Source: an optimization exercise on an open RTL-to-GDS flow (aim: small area). Production flows keep margins and buffers that such runs may drop. In this exercise RTL edits were held to simulation tests only and were not proved equivalent to the original. Power is estimated from default activity; no workload was simulated.

**flow/flow/run.sh**
```bash
#!/bin/bash
# Own layout flow: the standard ORFS flow with three changes.
#  1. Synthesis is synth_recipe.tcl unchanged except that ABC maps the logic
#     with an area-oriented script (flow/abc_area.script); registers are
#     mapped before ABC, so they are the standard synthesis's.
#  2. Port buffers are sky130_fd_sc_hd__buf_1 (buffer_ports -buffer_cell).
#  3. CTS builds the clock tree from clkbuf_8 buffers, without dummy loads.
# Each tool's full output is kept in a log file in this folder.
set -euo pipefail
W=$(pwd)
F=$W/flow
{ echo "set ::own_abc_script $F/abc_area.script"; cat "$F/abc_hook.tcl" "$W/synth_recipe.tcl"; } > "$W/own_synth.tcl"
sed "s#SYNTH_SCRIPT=[^ ]*#SYNTH_SCRIPT=$W/own_synth.tcl ADDER_MAP_FILE=#" "$W/standard.sh" > "$W/own_standard.sh"
export BUFFER_PORTS_ARGS="-buffer_cell sky130_fd_sc_hd__buf_1"
export CTS_ARGS="-sink_clustering_enable -repair_clock_nets -dont_use_dummy_load -buf_list sky130_fd_sc_hd__clkbuf_8"
bash "$W/own_standard.sh" synth > "$W/log_synth.txt" 2>&1
bash "$W/own_standard.sh" finish > "$W/log_layout.txt" 2>&1
test -f "$W/out/final.def"
```
**flow/flow/abc_area.script**
```
strash
&get -n
&deepsyn -T 20
&put
dch -f
map -a
topo
```
**flow/flow/abc_hook.tcl**
```tcl
# Replace the ABC script that ORFS's synth.tcl passes to yosys abc.
proc abc {args} {
  set out {}
  set skip 0
  foreach a $args {
    if {$skip} { set skip 0; continue }
    if {$a eq "-script"} { set skip 1; continue }
    lappend out $a
  }
  yosys abc -script $::own_abc_script {*}$out
}
```
**flow/standard.sh**
```bash
#!/bin/bash
# synth_recipe.tcl (not shown) runs the flow's synth.tcl, then flattens the netlist and writes it again
# the make line also repeats each setting of config.mk as NAME=value (left out here)
make -C /OpenROAD-flow-scripts/flow DESIGN_CONFIG=/design/flow/config.mk WORK_HOME=/design/flow/orfs CLKGATE_MAP_FILE= SYNTH_SCRIPT=/design/flow/synth_recipe.tcl "${@:-finish}"
```
**flow/config.mk**
```make
export PLATFORM = sky130hd
export DESIGN_NAME = lcd_rgb_colorbar
export DESIGN_NICKNAME = lcd_rgb_colorbar
export VERILOG_FILES = /design/flow/design.v
export SDC_FILE = /design/flow/constraint.sdc
export NUM_CORES = 4
export LEC_CHECK = 0
export CAP_MARGIN = 20
export CORE_MARGIN = 2
export CORE_UTILIZATION = 40
export SLEW_MARGIN = 20
```
**flow/constraint.sdc**
```tcl
create_clock -name core_clock -period 12.5 [get_ports {clk}]
set_input_delay 2.5000 -clock core_clock [delete_from_list [all_inputs] [get_ports {clk}]]
set_output_delay 2.5000 -clock core_clock [all_outputs]
set_load 0.01 [all_outputs]
```
**flow/design.v**
```verilog
module lcd_rgb_colorbar (
    input clk,
    input rst_n,
    input  [23:0] lcd_rgb_i,
    output lcd_de,
    output [23:0] lcd_rgb_o,
    output lcd_bl,
    output lcd_rst,
    output lcd_hs,
    output lcd_vs
);
    reg run;
    reg [1:0] pan;
    reg [2:0] s;
    reg [7:0] p;
    reg [0:0] vs;
    reg [9:0] q;
    wire [2:0] st = {lcd_rgb_i[7], lcd_rgb_i[15], lcd_rgb_i[23]};
    reg [1:0] pan_in;
    reg ok_in;
    always @(*) begin
        ok_in = 1'b1;
        case (st)
        3'b000: pan_in = 2'd3;
        3'b001: pan_in = 2'd0;
        3'b010: pan_in = 2'd2;
        3'b100: pan_in = 2'd0;
        3'b101: pan_in = 2'd1;
        default: begin pan_in = 2'bx; ok_in = 1'b0; end
        endcase
    end
    reg [7:0] p_in;
    reg [9:0] q_in;
    always @(*) begin
        case (pan_in)
        2'd0: begin p_in = 8'd254; q_in = 10'd46; end
        2'd1: begin p_in = 8'd254; q_in = 10'd319; end
        2'd2: begin p_in = 8'd254; q_in = 10'd280; end
        2'd3: begin p_in = 8'd254; q_in = 10'd639; end
        endcase
    end
    reg [2:0] s_nx;
    reg [7:0] p_ld;
    always @(*) begin
        case ({pan, s})
        5'b00_100: begin s_nx = 3'd3; p_ld = 8'd40; end
        5'b00_011: begin s_nx = 3'd7; p_ld = 8'd96; end
        5'b00_111: begin s_nx = 3'd6; p_ld = 8'd96; end
        5'b00_110: begin s_nx = 3'd5; p_ld = 8'd96; end
        5'b00_101: begin s_nx = 3'd2; p_ld = 8'd96; end
        5'b00_010: begin s_nx = 3'd1; p_ld = 8'd96; end
        5'b00_001: begin s_nx = 3'd4; p_ld = 8'd216; end
        5'b00_000: begin s_nx = 3'd0; p_ld = 8'bx; end
        5'b01_100: begin s_nx = 3'd3; p_ld = 8'd166; end
        5'b01_011: begin s_nx = 3'd7; p_ld = 8'd0; end
        5'b01_111: begin s_nx = 3'd6; p_ld = 8'd0; end
        5'b01_110: begin s_nx = 3'd5; p_ld = 8'd0; end
        5'b01_101: begin s_nx = 3'd2; p_ld = 8'd0; end
        5'b01_010: begin s_nx = 3'd1; p_ld = 8'd0; end
        5'b01_001: begin s_nx = 3'd4; p_ld = 8'd186; end
        5'b01_000: begin s_nx = 3'd0; p_ld = 8'bx; end
        5'b10_100: begin s_nx = 3'd3; p_ld = 8'd96; end
        5'b10_011: begin s_nx = 3'd7; p_ld = 8'd52; end
        5'b10_111: begin s_nx = 3'd6; p_ld = 8'd52; end
        5'b10_110: begin s_nx = 3'd5; p_ld = 8'd52; end
        5'b10_101: begin s_nx = 3'd2; p_ld = 8'd52; end
        5'b10_010: begin s_nx = 3'd1; p_ld = 8'd48; end
        5'b10_001: begin s_nx = 3'd4; p_ld = 8'd96; end
        5'b10_000: begin s_nx = 3'd0; p_ld = 8'bx; end
        5'b11_100: begin s_nx = 3'd3; p_ld = 8'd213; end
        5'b11_011: begin s_nx = 3'd7; p_ld = 8'd160; end
        5'b11_111: begin s_nx = 3'd6; p_ld = 8'd160; end
        5'b11_110: begin s_nx = 3'd5; p_ld = 8'd160; end
        5'b11_101: begin s_nx = 3'd2; p_ld = 8'd160; end
        5'b11_010: begin s_nx = 3'd1; p_ld = 8'd160; end
        5'b11_001: begin s_nx = 3'd4; p_ld = 8'd254; end
        5'b11_000: begin s_nx = 3'd0; p_ld = 8'bx; end
        default: begin s_nx = 3'bx; p_ld = 8'bx; end
        endcase
    end
    reg [0:0] vs_nx;
    reg [9:0] q_ld;
    always @(*) begin
        case ({pan, vs})
        3'b00_0: begin vs_nx = 1'd1; q_ld = 10'd750; end
        3'b00_1: begin vs_nx = 1'd0; q_ld = 10'd854; end
        3'b01_0: begin vs_nx = 1'd1; q_ld = 10'd144; end
        3'b01_1: begin vs_nx = 1'd0; q_ld = 10'd560; end
        3'b10_0: begin vs_nx = 1'd1; q_ld = 10'd726; end
        3'b10_1: begin vs_nx = 1'd0; q_ld = 10'd93; end
        3'b11_0: begin vs_nx = 1'd1; q_ld = 10'd37; end
        3'b11_1: begin vs_nx = 1'd0; q_ld = 10'd319; end
        default: begin vs_nx = 1'bx; q_ld = 10'bx; end
        endcase
    end
    wire pe = (p == 8'd255);
    wire qe = (q == 10'd798);
    wire le = pe && (s == 3'd4);   
    always @(posedge clk or negedge rst_n)
        if (!rst_n) run <= 1'b0;
        else        run <= 1'b1;
    always @(posedge clk) begin
        if (!run) begin
            pan <= pan_in;
            s   <= ok_in ? 3'd4 : 3'd0;
            p   <= p_in;
            vs  <= 1'd0;
            q   <= q_in;
        end else begin
            if (pe) begin s <= s_nx; p <= p_ld; end
            else p <= p + 8'd1;
            if (le) begin
                if (qe) begin vs <= vs_nx; q <= q_ld; end
                else q <= {q[8:0], q[9] ^ q[2]};
            end
        end
    end
    wire de = run && (vs == 1'd1) && (s == 3'd7 || s == 3'd6 || s == 3'd5 || s == 3'd2 || s == 3'd1);
    wire cr = de && (s == 3'd7 || s == 3'd5);
    wire cg = de && (s == 3'd7 || s == 3'd2);
    wire cb = de && (s == 3'd7 || s == 3'd1);
    assign lcd_de    = de;
    assign lcd_rgb_o = {{8{cr}}, {8{cg}}, {8{cb}}};
    assign lcd_bl  = 1'b1;
    assign lcd_rst = 1'b1;
    assign lcd_hs  = 1'b1;
    assign lcd_vs  = 1'b1;
endmodule
```
==> run summary <==
## cells by family (layout without fill, tap and decap cells)
group / after synthesis / in the layout / share of synthesized area [%]
buf+inv: 55 / 60 / 20.7
flops: 25 / 25 / 43.6
simple gates: 65 / 65 / 17.8
compound gates: 40 / 40 / 15.9
other cells: 1 / 5 / 0.249
xor+xnor: 3 / 3 / 1.75
## state kept, by name, summed over array words and instances, names as in the netlist
signal	count
p	8
run	1
vs	1
pan	2
s	3
q	10
## how the worst min path moves through the flow
stage                     slack (ps)  from   end  cells past startpoint
final                            520  p[5]  p[5]                      2
after global routing             570  p[5]  p[5]                      2
after CTS                        520  p[5]  p[5]                      2
after detailed placement         510  p[5]  p[5]                      2
after global placement           500  p[5]  p[5]                      2
after floorplan                  490  p[5]  p[5]                      2
## tightest hold or removal path, cell delays in order, from the launching register on
cell and delay [ps]:
dfxtp_1 320, nor2_1 90, o21ai_0 70
## metal layers
metal / up-vias / GRT usage [%] / wire [um]
met4: 0 / 3.91 / 32
met5: - / 0 / 0
met2: 12 / 22.4 / 1310
met1: 531 / 22.6 / 1480
li1: 615 / - / -
met3: 4 / 2.57 / 57
## layout make-up
class / instances / share of cell area (%)
Clock buffer: 3 / 2.70
Inverter: 27 / 6.64
Timing Repair Buffer: 30 / 7.62
Multi-Input combinational cell: 113 / 36.1
Tap cell: 48 / 3.93
Sequential cell: 25 / 43.0
## synth_stat cells
library cell and count:
a211oi_1 4, a21oi_1 13, a22oi_1 1, a311oi_1 1, a31oi_1 2, buf_4 28, clkinv_1 27, conb_1 1
dfrtp_1 1, dfxtp_1 9, edfxtp_1 15, nand2_1 24, nand3_1 7, nand3b_1 1, nand4_1 1, nor2_1 28
nor3_1 2, nor3b_1 1, o2111ai_1 2, o211ai_1 1, o21a_1 1, o21ai_0 13, o221ai_1 1, o311ai_0 1
or2_2 1, xnor2_1 2, xor2_1 1
## per-stage QoR
step | total power (uW) | hold WS [ps]
2_1_floorplan | 130 | 487
3_3_place_gp | 138 | 502
3_5_place_dp | 138 | 508
4_1_cts | 184 | 518
5_1_grt | 194 | 566
6_report | 183 | 517
## report_power, final
part / switching [uW] / internal (uW)
combinational: 19.6 / 10.8
clock: 25.4 / 21.6
sequential: 8.16 / 97.3
total: 53.1 / 130
## layout by cell type, fill, tap and decap left out, drive strengths merged
| master | netlist | layout |
|---|---|---|
| clkbuf | 0 | 3 |
| nor3b | 1 | 1 |
| o221ai | 1 | 1 |
| buf | 28 | 30 |
| o2111ai | 2 | 2 |
| a211oi | 4 | 4 |
| nor3 | 2 | 2 |
| a21oi | 13 | 13 |
| a22oi | 1 | 1 |
| o21ai | 13 | 13 |
| a311oi | 1 | 1 |
| o311ai | 1 | 1 |
| xor2 | 1 | 1 |
| dfrtp | 1 | 1 |
| nand2 | 24 | 24 |
| conb | 1 | 5 |
| nand4 | 1 | 1 |
| a31oi | 2 | 2 |
| nand3 | 7 | 7 |
| dfxtp | 9 | 9 |
| xnor2 | 2 | 2 |
| clkinv | 27 | 27 |
| nor2 | 28 | 28 |
| o21a | 1 | 1 |
| or2 | 1 | 1 |
| o211ai | 1 | 1 |
| edfxtp | 15 | 15 |
| nand3b | 1 | 1 |
==> key figures <==
Die
  – Die height: 65.3 um
  – # rows: 22
  – Core box area: 0.00363 sq mm
  – Die width: 65.3 um
  – Top Ports: 55
  – Initial core utilization: 41.4%
  – DIE AREA: 0.00427 sq mm

Layout
  – Register area: 656 sq um
  – Filler Cells Inserted: 420
  – Share of layout cells above drive strength 1: 2.53%
  – Final nets: 226
  – N_diodes: 0
  – Area of the multi-input gates: 552 sq um
  – Layout area overhead: 1.50%
  – Final std cells w/o fill: 246
  – Design Area, Final: 0.00153 sq mm
  – Final core utilization: 42.0%

Setup path
  – Worst Setup SP: run
  – CP endpoint kind: output port
  – Startpoint Class: flop
  – Crit Reg-Reg Startpoint: p[0]
  – Worst-path maximum fanout: 22
  – Critical path buffers and inverters: 1
  – Critical path's top delay family: flip-flops
  – R2R depth: 11
  – Crit path arrival time: 2130 ps
  – Crit path cell chain: nand2_1 -> a21oi_1 -> nand2_1 -> a21oi_1 -> buf_1
  – Setup CP Type: flop to output port
  – Max incr delay on CP: 820 ps
  – Worst Setup EP: lcd_rgb_o[4]
  – Critical Path Stages: 5
  – RR Endpoint: q[2]
  – R2R Setup Slk: 9820 ps
  – CP max stage cell: dfrtp_1
  – Worst Path Required: 10000 ps

Routing
  – Post-route ant nets: 0
  – 1st-iter DRT viols: 39
  – Post-DR wirelength/cell: 11.7 um
  – Routed vias: 1162
  – Drt drc: 0
  – Vias per cell: 4.72
  – Final wirelength: 2880 um
  – Drt pass-1 iters: 4

Placement
  – Placed cell area: 0.00149 sq mm
  – Dpl ws: 8170 ps
  – IO Port Bufs: 29
  – Gpl congestion: 0.772
  – Detailed Place HPWL: 2190 um
  – Placed Cells: 243

Clock tree
  – Max clock buf depth: 2
  – Hold buffer count at CTS: 0
  – Skew-Pair Late Insertion Delay: 270 ps
  – Post-CTS Setup Bufs: 0
  – Number of gates resized after cts: 0
  – Clock sinks: 25
  – CTS tree: built
  – Clk slew on worst S/H paths: 90 ps
  – H-tree depth: 1
  – Root Buffer: clkbuf_8
  – TritonCTS buffer count: 3

Synth
  – Synthesized instance count: 189
  – Register area share after synthesis: 43.6%
  – Synth cell types: 27
  – Yosys top cell area share: 30.0%
  – Yosys warnings: 1
  – Cell Area, Synth: 0.00150 sq mm
  – Area leader, netlist: edfxtp_1
  – Synth top area cells: edfxtp_1, buf_4, dfxtp_1, nor2_1, clkinv_1
  – Syn avg cell area: 7.96 sq um
  – Flops & latches, synth: 25

GRT
  – Vias in the first global route: 1041
  – Grt ovf: 0
  – Global-route wire length before repair: 5020 um
  – Largest net degree at the start of global routing: 23
  – Antenna violations before repair: 0
  – Total global-route track usage: 15.1%

Power
  – Pwr dens: 120 mW/mm^2
  – Leak: 0.000534 uW
  – VDD IR-drop max: 0.0482 mV

STA
  – Setup WS post-layout: 7870 ps
  – Final TNS setup: 0 ps
  – RSZ-0062 raised after global routing: false
  – Final hold vios: 0
  – Tmin final: 4630 ps
  – Slew @ Worst Pin: 734 ps
  – Clk_skew: 5.29 ps
  – Tcrit/Tclk final: 37.0%
  – Final setup vio count: 0
  – Relative slew slack: 51.0%
  – Fmax: 216 MHz
  – Slew Viols, Final: 0

Status
  – Status: complete, no violations

Hold path
  – Hold WC Path Type: flop to flop

Job
  – Max Cap Violations: 0

==> re-timing with driven ports <==
In the flow no input, the clock included, has a driving cell. The finished layout below was timed again as built, in two steps.
Step 1 assumes that a clkbuf_16 drives the clock port and a buf_2 every other input.
Step 2 times the ports against the registers' clock, not the clock port: input delays grow and output delays shrink by t, the midpoint of the rising clock arrivals with the driver on.
Three values: ideal, step 1, step 2; two values: the first two.
t, ns: 0.289
setup WS [ns]: 7.872 / 7.849 / 8.139
worst hold slack (ns): 0.517 / 0.517 / 0.517
latest minus earliest clock arrival (ns): 0.005 / 0.005
worst register clock-pin slew, ns: 0.09 / 0.09
After both steps setup and hold are still met in this run. For this run, drivers alone change the setup slack by -0.023 ns; drivers and shift together by +0.267 ns.
